What follows belongs to an exercise in optimizing a design on an open flow for small area and a short achievable clock period; a production flow would make more cautious choices.
In this exercise RTL edits were held to simulation tests only and were not proved equivalent to the original.

==> flow/design.v <==
module rd_ao222n (
    input  wire a1, a2, b1, b2, c1, c2,
    output wire y
);
    assign y = ~((a1 & a2) | (b1 & b2) | (c1 & c2));
endmodule
module rd_ao22n (
    input  wire a1, a2, b1, b2,
    output wire y
);
    assign y = ~((a1 & a2) | (b1 & b2));
endmodule
module rd_o31ai (
    input  wire a1, a2, a3, b1,
    output wire y
);
    assign y = ~((a1 | a2 | a3) & b1);
endmodule
module rd_nand2 (
    input  wire a, b,
    output wire y
);
    assign y = ~(a & b);
endmodule
module rd_nand3 (
    input  wire a, b, c,
    output wire y
);
    assign y = ~(a & b & c);
endmodule
module rd_nand4 (
    input  wire a, b, c, d,
    output wire y
);
    assign y = ~(a & b & c & d);
endmodule
module rd_or31 (
    input  wire [30:0] sel,
    input  wire [30:0] d,
    output wire [2:0]  y
);
    wire [10:0] t;
    genvar p;
    generate
        for (p = 0; p < 10; p = p + 1) begin : g_tri
            rd_ao222n u_ao (
                .a1(sel[3*p]),   .a2(d[3*p]),
                .b1(sel[3*p+1]), .b2(d[3*p+1]),
                .c1(sel[3*p+2]), .c2(d[3*p+2]),
                .y (t[p])
            );
        end
    endgenerate
    rd_nand2 u_last (.a(sel[30]), .b(d[30]), .y(t[10]));
    rd_nand4 u_n0 (.a(t[0]), .b(t[1]), .c(t[2]), .d(t[3]), .y(y[0]));
    rd_nand4 u_n1 (.a(t[4]), .b(t[5]), .c(t[6]), .d(t[7]), .y(y[1]));
    rd_nand3 u_n2 (.a(t[8]), .b(t[9]), .c(t[10]), .y(y[2]));
endmodule
module fifo_mem #(
    parameter int DWIDTH = 32,
    parameter int NROWS  = 31
) (   
    input  wire              clk,
    input  wire [NROWS-1:0]  wsel, rsel,
    input  wire [DWIDTH-1:0] wdata,
    output wire [DWIDTH-1:0] rpart0, rpart1, rpart2
);  
    reg [DWIDTH-1:0] mem[NROWS];
    genvar i, j;
    generate
        for (i = 0; i < NROWS; i = i + 1) begin : g_row
            always @(posedge clk) begin
                if (wsel[i]) mem[i] <= wdata;
            end
        end
        for (j = 0; j < DWIDTH; j = j + 1) begin : g_bit
            wire [NROWS-1:0] col;
            for (i = 0; i < NROWS; i = i + 1) begin : g_col
                assign col[i] = mem[i][j];
            end
            rd_or31 u_or (.sel(rsel), .d(col), .y({rpart2[j], rpart1[j], rpart0[j]}));
        end
    endgenerate
endmodule
module sync_fifo #(
    parameter DWIDTH = 32,
    parameter AWIDTH = 5
) (
    input  wire              clk, rstn,
    input  wire              wren, rden,
    input  wire [DWIDTH-1:0] din,
    output wire [DWIDTH-1:0] dout,
    output wire              full,
    output wire              empty
);   
    localparam DEPTH = 1 << AWIDTH;
    localparam NROWS = DEPTH - 1;
    localparam JW = DEPTH / 2;
    reg [AWIDTH:0]   cnt;         
    reg              empty_q;     
    reg              one_q;       
    reg              full_q;      
    reg [JW-1:0]     wptr;        
    reg [NROWS-1:0]  rsel;        
    reg [DWIDTH-1:0] head;        
    wire do_wr = wren & ~full_q;
    wire do_rd = rden & ~empty_q;
    wire load_din = empty_q | (one_q & rden);
    wire load_buf = rden & ~empty_q & ~one_q;
    wire hold = ~load_din & ~load_buf;
    wire wr_buf = do_wr & ~load_din;
    function automatic [JW-1:0] john_next(input [JW-1:0] p);
        john_next = {p[JW-2:0], ~(p[JW-1] & p[JW-2])};
    endfunction
    reg [NROWS-1:0] wsel;
    always @(*) begin
        for (int k = 0; k < NROWS; k = k + 1) begin
            if (k < JW - 1)
                wsel[k] = ~full_q & wptr[k] & ~wptr[k+1];
            else if (k == JW - 1)
                wsel[k] = ~full_q & wptr[JW-1] & wptr[0];
            else
                wsel[k] = ~full_q & ~wptr[k-JW] & wptr[k-JW+1];
        end
    end
    wire [DWIDTH-1:0] rpart0, rpart1, rpart2;
    fifo_mem #(
        .DWIDTH(DWIDTH),
        .NROWS (NROWS)
    ) u_fifomem (
        .clk   (clk),
        .wsel  (wsel),
        .rsel  (rsel),
        .wdata (din),
        .rpart0(rpart0),
        .rpart1(rpart1),
        .rpart2(rpart2)
    );
    wire [DWIDTH-1:0] head_nxt, hx, hy;
    genvar j;
    generate
        for (j = 0; j < DWIDTH; j = j + 1) begin : g_head
            rd_o31ai u_x (
                .a1(rpart0[j]), .a2(rpart1[j]), .a3(rpart2[j]), .b1(load_buf), .y(hx[j])
            );
            rd_ao22n u_y (.a1(load_din), .a2(din[j]), .b1(hold), .b2(head[j]), .y(hy[j]));
            rd_nand2 u_h (.a(hx[j]), .b(hy[j]), .y(head_nxt[j]));
        end
    endgenerate
    always @(posedge clk) begin
        head <= head_nxt;
    end
    wire inc = do_wr & ~do_rd;
    wire dec = do_rd & ~do_wr;
    wire [AWIDTH:0] cnt_up, cnt_dn;
    wire cnt_is31, cnt_is2;
    fifo_cnt_step u_step (
        .c   (cnt),
        .up  (cnt_up),
        .dn  (cnt_dn),
        .is31(cnt_is31),
        .is2 (cnt_is2)
    );
    wire empty_nxt = inc ? 1'b0 : dec ? one_q : empty_q;
    wire one_nxt   = inc ? empty_q : dec ? cnt_is2 : one_q;
    wire full_nxt  = inc ? cnt_is31 : dec ? 1'b0 : full_q;
    always @(posedge clk or negedge rstn) begin
        if (~rstn) begin
            cnt     <= 0;
            empty_q <= 1'b1;
            one_q   <= 1'b0;
            full_q  <= 1'b0;
            wptr    <= 1;
            rsel    <= 1;
        end else begin
            cnt     <= inc ? cnt_up : dec ? cnt_dn : cnt;
            empty_q <= empty_nxt;
            one_q   <= one_nxt;
            full_q  <= full_nxt;
            if (wr_buf) wptr <= john_next(wptr);
            if (load_buf) rsel <= {rsel[NROWS-2:0], rsel[NROWS-1]};
        end
    end
    assign dout = head;
    assign empty = empty_q;
    assign full  = full_q;
endmodule
module fifo_cnt_step (
    input  wire [5:0] c,
    output wire [5:0] up,
    output wire [5:0] dn,
    output wire       is31,
    output wire       is2
);
    assign up   = c + 1'b1;
    assign dn   = c - 1'b1;
    assign is31 = c == 6'd31;
    assign is2  = c == 6'd2;
endmodule
make LEC_CHECK=0 CAP_MARGIN=20 CORE_MARGIN=2 CORE_UTILIZATION=60 CTS_CLUSTER_DIAMETER=100 CTS_CLUSTER_SIZE=25 PLACE_DENSITY=0.8 SETUP_SLACK_MARGIN=1.95 SLEW_MARGIN=20 SYNTH_HIERARCHICAL=1 SYNTH_MINIMUM_KEEP_SIZE=0 finish   # period 4.0 ns
run.sh (not shown) runs the stock make flow with config.mk's settings and CLKGATE_MAP_FILE= SYNTH_SCRIPT=/design/flow/synth_recipe.tcl, a recipe that flattens the netlist after the stock synthesis.
Then changed:
--- a/flow/design.v
+++ b/flow/design.v
@@ -97,33 +97,35 @@
     localparam NROWS = DEPTH - 1;
     localparam JW = DEPTH / 2;
     reg [AWIDTH:0]   cnt;         
     reg              empty_q;     
     reg              one_q;       
     reg              full_q;      
+    reg              nempty_q;    
+    reg              nfull_q;     
     reg [JW-1:0]     wptr;        
     reg [NROWS-1:0]  rsel;        
     reg [DWIDTH-1:0] head;        
-    wire do_wr = wren & ~full_q;
-    wire do_rd = rden & ~empty_q;
-    wire load_din = empty_q | (one_q & rden);
-    wire load_buf = rden & ~empty_q & ~one_q;
+    wire do_wr = wren & nfull_q;
+    wire do_rd = rden & nempty_q;
+    wire load_din = ~nempty_q | (one_q & rden);
+    wire load_buf = rden & nempty_q & ~one_q;
     wire hold = ~load_din & ~load_buf;
     wire wr_buf = do_wr & ~load_din;
     function automatic [JW-1:0] john_next(input [JW-1:0] p);
         john_next = {p[JW-2:0], ~(p[JW-1] & p[JW-2])};
     endfunction
     reg [NROWS-1:0] wsel;
     always @(*) begin
         for (int k = 0; k < NROWS; k = k + 1) begin
             if (k < JW - 1)
-                wsel[k] = ~full_q & wptr[k] & ~wptr[k+1];
+                wsel[k] = nfull_q & wptr[k] & ~wptr[k+1];
             else if (k == JW - 1)
-                wsel[k] = ~full_q & wptr[JW-1] & wptr[0];
+                wsel[k] = nfull_q & wptr[JW-1] & wptr[0];
             else
-                wsel[k] = ~full_q & ~wptr[k-JW] & wptr[k-JW+1];
+                wsel[k] = nfull_q & ~wptr[k-JW] & wptr[k-JW+1];
         end
     end
     wire [DWIDTH-1:0] rpart0, rpart1, rpart2;
     fifo_mem #(
         .DWIDTH(DWIDTH),
         .NROWS (NROWS)
@@ -158,28 +160,32 @@
         .c   (cnt),
         .up  (cnt_up),
         .dn  (cnt_dn),
         .is31(cnt_is31),
         .is2 (cnt_is2)
     );
-    wire empty_nxt = inc ? 1'b0 : dec ? one_q : empty_q;
-    wire one_nxt   = inc ? empty_q : dec ? cnt_is2 : one_q;
-    wire full_nxt  = inc ? cnt_is31 : dec ? 1'b0 : full_q;
+    wire empty_nxt = inc ? 1'b0 : dec ? one_q : ~nempty_q;
+    wire one_nxt   = inc ? ~nempty_q : dec ? cnt_is2 : one_q;
+    wire full_nxt  = inc ? cnt_is31 : dec ? 1'b0 : ~nfull_q;
     always @(posedge clk or negedge rstn) begin
         if (~rstn) begin
             cnt     <= 0;
             empty_q <= 1'b1;
             one_q   <= 1'b0;
             full_q  <= 1'b0;
+            nempty_q <= 1'b0;
+            nfull_q <= 1'b1;
             wptr    <= 1;
             rsel    <= 1;
         end else begin
             cnt     <= inc ? cnt_up : dec ? cnt_dn : cnt;
             empty_q <= empty_nxt;
             one_q   <= one_nxt;
             full_q  <= full_nxt;
+            nempty_q <= ~empty_nxt;
+            nfull_q <= ~full_nxt;
             if (wr_buf) wptr <= john_next(wptr);
             if (load_buf) rsel <= {rsel[NROWS-2:0], rsel[NROWS-1]};
         end
     end
     assign dout = head;
     assign empty = empty_q;
What happened:
- non-clock buffer count came out lower by 7
- core utilization came out lower by 0.30 points
- cell count is about the same
- via count came out higher by 0.81%
- fmax came out higher by 3.6%
- die area stays flat
- routed wire length came out higher by 1.9%
- count of clock-buffer cells in the layout does not change
- area after synthesis barely changes
- worst setup slack gets better by 0.077 ns
- flip-flop and latch count came out higher by 2
- global-route usage came out higher by 0.62 points

-- port drivers added, routing unchanged --
The results above use ideal ports. As a check the final layouts listed here were re-extracted and re-timed, cells and wires unchanged.
Step 1 (the two cells are an assumption about what drives the block):
set clk [get_ports {clk}]
set_driving_cell -lib_cell sky130_fd_sc_hd__clkbuf_16 $clk
set_driving_cell -lib_cell sky130_fd_sc_hd__buf_2 [delete_from_list [all_inputs] $clk]
Step 2 adds t to the input delays and takes it off the output delays; t is the mean of the earliest and latest rising clock arrival at the registers after step 1. Input paths then give back, and output paths get back, about the clock's delay inside the block.
a / b / c = no drivers / after step 1 / after step 2; a / b = the first two.
run	t (ns)	setup slack, ns	hold WS [ns]	worst register clock-pin slew, ns	cell pins on the clock port's net
the first run	0.696	1.804 / 1.739 / 1.318	0.273 / 0.258 / 0.478	0.10 / 0.10	1
the second run	0.680	1.881 / 1.869 / 1.327	0.076 / 0.070 / 0.478	0.10 / 0.10	1
After both steps every run listed still meets setup and hold. For the second run, which loses most, drivers alone change the setup slack by -0.012 ns; drivers and shift together by -0.554 ns.
